This design comes from an exercise in tuning for small area and a short achievable clock period on the open sky130 flow, not from production work.
The RTL was checked by simulation tests, not by an equivalence proof against the original design.

== birch ==
==> flow/design.v <==
module cam_xnor2 (input logic a, b, output logic y);
  assign y = ~(a ^ b);
endmodule
module cam_nand4 (input logic a, b, c, d, output logic y);
  assign y = ~(a & b & c & d);
endmodule
module cam_nand2 (input logic a, b, output logic y);
  assign y = ~(a & b);
endmodule
module cam_nor3 (input logic a, b, c, output logic y);
  assign y = ~(a | b | c);
endmodule
module cam_nor2 (input logic a, b, output logic y);
  assign y = ~(a | b);
endmodule
module cam_or2 (input logic a, b, output logic y);
  assign y = a | b;
endmodule
module cam_and2 (input logic a, b, output logic y);
  assign y = a & b;
endmodule
module cam_dec2 (input logic [1:0] a, output logic [3:0] y);
  always_comb for (int n=0; n<4; n++) y[n] = (a == n);
endmodule
module cam_dec3 (input logic en, input logic [2:0] a, output logic [7:0] y);
  always_comb for (int n=0; n<8; n++) y[n] = en & (a == n);
endmodule
module cam_hold (input logic q, d, we, we_n, output logic y);
  assign y = (we & d) | (we_n & q);
endmodule
module cam_match (
  input  logic [31:0] entry,
  input  logic        off,
  input  logic [31:0] key,
  output logic        miss
);
  logic [31:0] eq;
  logic [7:0]  ne4;
  logic [3:0]  eq8;
  genvar j;
  generate
    for (j=0; j<32; j++) begin : bit_gen
      cam_xnor2 u_x (.a(entry[j]), .b(key[j]), .y(eq[j]));
    end
    for (j=0; j<8; j++) begin : n4_gen
      cam_nand4 u_n (.a(eq[4*j]), .b(eq[4*j+1]), .c(eq[4*j+2]), .d(eq[4*j+3]), .y(ne4[j]));
    end
    for (j=1; j<4; j++) begin : e8_gen
      cam_nor2 u_e (.a(ne4[2*j]), .b(ne4[2*j+1]), .y(eq8[j]));
    end
  endgenerate
  cam_nor3 u_e0 (.a(ne4[0]), .b(ne4[1]), .c(off), .y(eq8[0]));
  cam_nand4 u_m (.a(eq8[0]), .b(eq8[1]), .c(eq8[2]), .d(eq8[3]), .y(miss));
endmodule
module cam_any16 (
  input  logic [15:0] miss,
  output logic        y
);
  logic [3:0] any4;
  logic [1:0] none8;
  genvar j;
  generate
    for (j=0; j<4; j++) begin : a_gen
      cam_nand4 u_a (.a(miss[4*j]), .b(miss[4*j+1]), .c(miss[4*j+2]), .d(miss[4*j+3]), .y(any4[j]));
    end
    for (j=0; j<2; j++) begin : n_gen
      cam_nor2 u_n (.a(any4[2*j]), .b(any4[2*j+1]), .y(none8[j]));
    end
  endgenerate
  cam_nand2 u_y (.a(none8[0]), .b(none8[1]), .y(y));
endmodule
module cam_any32 (
  input  logic [31:0] miss,
  output logic        y
);
  logic [7:0] any4;
  logic [3:0] none8;
  genvar j;
  generate
    for (j=0; j<8; j++) begin : a_gen
      cam_nand4 u_a (.a(miss[4*j]), .b(miss[4*j+1]), .c(miss[4*j+2]), .d(miss[4*j+3]), .y(any4[j]));
    end
    for (j=0; j<4; j++) begin : n_gen
      cam_nor2 u_n (.a(any4[2*j]), .b(any4[2*j+1]), .y(none8[j]));
    end
  endgenerate
  cam_nand4 u_y (.a(none8[0]), .b(none8[1]), .c(none8[2]), .d(none8[3]), .y(y));
endmodule
module cam_core #(
  parameter DATA_WIDTH = 32,
  parameter ADDR_WIDTH = 5
  ) (
  input  logic                  clk,
  input  logic                  reset,
  input  logic                  cam_we,
  input  logic [ADDR_WIDTH-1:0] cam_addr,
  input  logic [DATA_WIDTH-1:0] cam_data,
  input  logic                  cam_valid,
  input  logic [DATA_WIDTH-1:0] lookup_data,
  output logic [ADDR_WIDTH-1:0] lookup_addr,
  output logic                  lookup_hit
);
  localparam ADDR_DEPTH = 2**ADDR_WIDTH;
  logic [DATA_WIDTH-1:0] lookup_table [ADDR_DEPTH];
  logic [ADDR_DEPTH-1:0] lookup_inval;
  logic [ADDR_DEPTH-1:0] lookup_off;
  logic [ADDR_DEPTH-1:0] lookup_miss;
  logic [ADDR_WIDTH-1:0] lookup_addr_d;
  logic                  lookup_hit_d;
  logic [3:0] dec_lo;
  logic [7:0] dec_hi;
  logic [ADDR_DEPTH-1:0] wsel, wsel_n;
  logic cam_valid_n;
  cam_dec2 u_dec_lo (.a(cam_addr[1:0]), .y(dec_lo));
  cam_dec3 u_dec_hi (.en(cam_we), .a(cam_addr[4:2]), .y(dec_hi));
  assign cam_valid_n = ~cam_valid;
  genvar i, k;
  generate for (i=0; i<ADDR_DEPTH; i++) begin : store_gen
    logic [DATA_WIDTH-1:0] nxt;
    logic inval_nxt;
    cam_and2  u_ws  (.a(dec_lo[i%4]), .b(dec_hi[i/4]), .y(wsel[i]));
    cam_nand2 u_wsn (.a(dec_lo[i%4]), .b(dec_hi[i/4]), .y(wsel_n[i]));
    for (k=0; k<DATA_WIDTH; k++) begin : bit_gen
      cam_hold u_h (.q(lookup_table[i][k]), .d(cam_data[k]), .we(wsel[i]), .we_n(wsel_n[i]), .y(nxt[k]));
    end
    always_ff @(posedge clk) begin
      lookup_table[i] <= nxt;
    end
    logic inval_hold;
    cam_hold u_vh (.q(lookup_inval[i]), .d(cam_valid_n), .we(wsel[i]), .we_n(wsel_n[i]), .y(inval_hold));
    cam_or2 u_vr (.a(inval_hold), .b(reset), .y(inval_nxt));
    always_ff @(posedge clk) begin
      lookup_inval[i] <= inval_nxt;
    end
  end endgenerate
  generate for (i=0; i<ADDR_DEPTH; i++) begin : lookup_gen
    cam_or2 u_off (.a(lookup_inval[i]), .b(reset), .y(lookup_off[i]));
    cam_match u_match (
      .entry(lookup_table[i]), .off(lookup_off[i]), .key(lookup_data),
      .miss(lookup_miss[i])
    );
  end endgenerate
  generate for (k=0; k<ADDR_WIDTH; k++) begin : enc_gen
    logic [15:0] sel;
    for (i=0; i<16; i++) begin : sel_gen
      localparam int IDX = ((i >> k) << (k+1)) | (1 << k) | (i & ((1 << k) - 1));
      assign sel[i] = lookup_miss[IDX];
    end
    cam_any16 u_or (.miss(sel), .y(lookup_addr_d[k]));
  end endgenerate
  cam_any32 u_hit (.miss(lookup_miss), .y(lookup_hit_d));
  always_ff @(posedge clk) begin
    lookup_addr <= lookup_addr_d;
    lookup_hit  <= lookup_hit_d;
  end
endmodule
==> flow/config.mk <==
export PLATFORM = sky130hd
export DESIGN_NAME = cam_core
export DESIGN_NICKNAME = cam_core
export VERILOG_FILES = /design/flow/design.v
export SDC_FILE = /design/flow/constraint.sdc
export NUM_CORES = 4
export LEC_CHECK = 0
export CAP_MARGIN = 20
export CORE_MARGIN = 2
export CORE_UTILIZATION = 65
export CTS_CLUSTER_DIAMETER = 80
export CTS_CLUSTER_SIZE = 25
export PLACE_DENSITY = 0.75
export SETUP_SLACK_MARGIN = 1.6
export SLEW_MARGIN = 20
export SYNTH_HIERARCHICAL = 1
==> flow/constraint.sdc <==
create_clock -name core_clock -period 3.2 [get_ports {clk}]
set_input_delay 0.6400 -clock core_clock [delete_from_list [all_inputs] [get_ports {clk}]]
set_output_delay 0.6400 -clock core_clock [all_outputs]
set_load 0.01 [all_outputs]
run.sh (not shown) runs the stock make flow with config.mk's settings and CLKGATE_MAP_FILE= SYNTH_SCRIPT=/design/flow/synth_recipe.tcl, a recipe that flattens the netlist after the stock synthesis.
Edits applied to the flow inputs when going from birch to cedar:
diff --git a/flow/design.v b/flow/design.v
--- a/flow/design.v
+++ b/flow/design.v
@@ -49,45 +49,20 @@
       cam_nor2 u_e (.a(ne4[2*j]), .b(ne4[2*j+1]), .y(eq8[j]));
     end
   endgenerate
   cam_nor3 u_e0 (.a(ne4[0]), .b(ne4[1]), .c(off), .y(eq8[0]));
   cam_nand4 u_m (.a(eq8[0]), .b(eq8[1]), .c(eq8[2]), .d(eq8[3]), .y(miss));
 endmodule
-module cam_any16 (
-  input  logic [15:0] miss,
-  output logic        y
+module cam_none8 (
+  input  logic [7:0] miss,
+  output logic       none8
 );
-  logic [3:0] any4;
-  logic [1:0] none8;
-  genvar j;
-  generate
-    for (j=0; j<4; j++) begin : a_gen
-      cam_nand4 u_a (.a(miss[4*j]), .b(miss[4*j+1]), .c(miss[4*j+2]), .d(miss[4*j+3]), .y(any4[j]));
-    end
-    for (j=0; j<2; j++) begin : n_gen
-      cam_nor2 u_n (.a(any4[2*j]), .b(any4[2*j+1]), .y(none8[j]));
-    end
-  endgenerate
-  cam_nand2 u_y (.a(none8[0]), .b(none8[1]), .y(y));
-endmodule
-module cam_any32 (
-  input  logic [31:0] miss,
-  output logic        y
-);
-  logic [7:0] any4;
-  logic [3:0] none8;
-  genvar j;
-  generate
-    for (j=0; j<8; j++) begin : a_gen
-      cam_nand4 u_a (.a(miss[4*j]), .b(miss[4*j+1]), .c(miss[4*j+2]), .d(miss[4*j+3]), .y(any4[j]));
-    end
-    for (j=0; j<4; j++) begin : n_gen
-      cam_nor2 u_n (.a(any4[2*j]), .b(any4[2*j+1]), .y(none8[j]));
-    end
-  endgenerate
-  cam_nand4 u_y (.a(none8[0]), .b(none8[1]), .c(none8[2]), .d(none8[3]), .y(y));
+  logic [1:0] any4;
+  cam_nand4 u_a0 (.a(miss[0]), .b(miss[1]), .c(miss[2]), .d(miss[3]), .y(any4[0]));
+  cam_nand4 u_a1 (.a(miss[4]), .b(miss[5]), .c(miss[6]), .d(miss[7]), .y(any4[1]));
+  cam_nor2  u_n  (.a(any4[0]), .b(any4[1]), .y(none8));
 endmodule
 module cam_core #(
   parameter DATA_WIDTH = 32,
   parameter ADDR_WIDTH = 5
   ) (
   input  logic                  clk,
@@ -102,14 +77,12 @@
 );
   localparam ADDR_DEPTH = 2**ADDR_WIDTH;
   logic [DATA_WIDTH-1:0] lookup_table [ADDR_DEPTH];
   logic [ADDR_DEPTH-1:0] lookup_inval;
   logic [ADDR_DEPTH-1:0] lookup_off;
   logic [ADDR_DEPTH-1:0] lookup_miss;
-  logic [ADDR_WIDTH-1:0] lookup_addr_d;
-  logic                  lookup_hit_d;
   logic [3:0] dec_lo;
   logic [7:0] dec_hi;
   logic [ADDR_DEPTH-1:0] wsel, wsel_n;
   logic cam_valid_n;
   cam_dec2 u_dec_lo (.a(cam_addr[1:0]), .y(dec_lo));
   cam_dec3 u_dec_hi (.en(cam_we), .a(cam_addr[4:2]), .y(dec_hi));
@@ -137,20 +110,30 @@
     cam_or2 u_off (.a(lookup_inval[i]), .b(reset), .y(lookup_off[i]));
     cam_match u_match (
       .entry(lookup_table[i]), .off(lookup_off[i]), .key(lookup_data),
       .miss(lookup_miss[i])
     );
   end endgenerate
+  logic [1:0] addr_none_d [ADDR_WIDTH];
+  logic [1:0] addr_none_q [ADDR_WIDTH];
+  logic [3:0] hit_none_d, hit_none_q;
   generate for (k=0; k<ADDR_WIDTH; k++) begin : enc_gen
     logic [15:0] sel;
     for (i=0; i<16; i++) begin : sel_gen
       localparam int IDX = ((i >> k) << (k+1)) | (1 << k) | (i & ((1 << k) - 1));
       assign sel[i] = lookup_miss[IDX];
     end
-    cam_any16 u_or (.miss(sel), .y(lookup_addr_d[k]));
+    cam_none8 u_n0 (.miss(sel[7:0]),  .none8(addr_none_d[k][0]));
+    cam_none8 u_n1 (.miss(sel[15:8]), .none8(addr_none_d[k][1]));
+    always_ff @(posedge clk) begin
+      addr_none_q[k] <= addr_none_d[k];
+    end
+    cam_nand2 u_out (.a(addr_none_q[k][0]), .b(addr_none_q[k][1]), .y(lookup_addr[k]));
   end endgenerate
-  cam_any32 u_hit (.miss(lookup_miss), .y(lookup_hit_d));
+  generate for (k=0; k<4; k++) begin : hit_gen
+    cam_none8 u_n (.miss(lookup_miss[8*k +: 8]), .none8(hit_none_d[k]));
+  end endgenerate
   always_ff @(posedge clk) begin
-    lookup_addr <= lookup_addr_d;
-    lookup_hit  <= lookup_hit_d;
+    hit_none_q <= hit_none_d;
   end
+  cam_nand4 u_hit (.a(hit_none_q[0]), .b(hit_none_q[1]), .c(hit_none_q[2]), .d(hit_none_q[3]), .y(lookup_hit));
 endmodule
### Flow results
On synthesized netlist net count, cedar and birch are neck and neck.
Total of flip-flops plus latches after synthesis for cedar is higher than for birch.
[compare] base=birch new=cedar: area occupied by registers went up by 0.82%, critical path depth went down by 5, first-iteration detailed-routing DRC count went down by 257.
Between birch and cedar, the combined area of the multi-input logic cells figures differ only marginally.

## static timing again, ports no longer ideal
No port has a modelled driver above. Below, the same layouts with a new extraction and two added sets of constraints. Step 1, drivers: a clkbuf_16 drives clk and a buf_2 each remaining input, both assumed. Step 2 moves the port delays by t, midway between the first and last clock arrival at a register: inputs arrive t later, outputs are due t later. That takes back most of the time a late clock gives input paths. Three values: ideal ports, drivers, drivers and shift; two values: the first two.
| run | t, ns | setup WS [ns] | worst register clock-pin slew, ns |
|---|---|---|---|
| birch | 0.714 | 1.382 / 1.346 / 0.676 | 0.11 / 0.11 |
| cedar | 0.712 | 1.046 / 0.980 / 0.804 | 0.11 / 0.11 |
After both steps every run listed still meets setup and hold. The setup slack of birch, which loses most, moves by -0.036 ns with the drivers and by -0.706 ns with both steps.
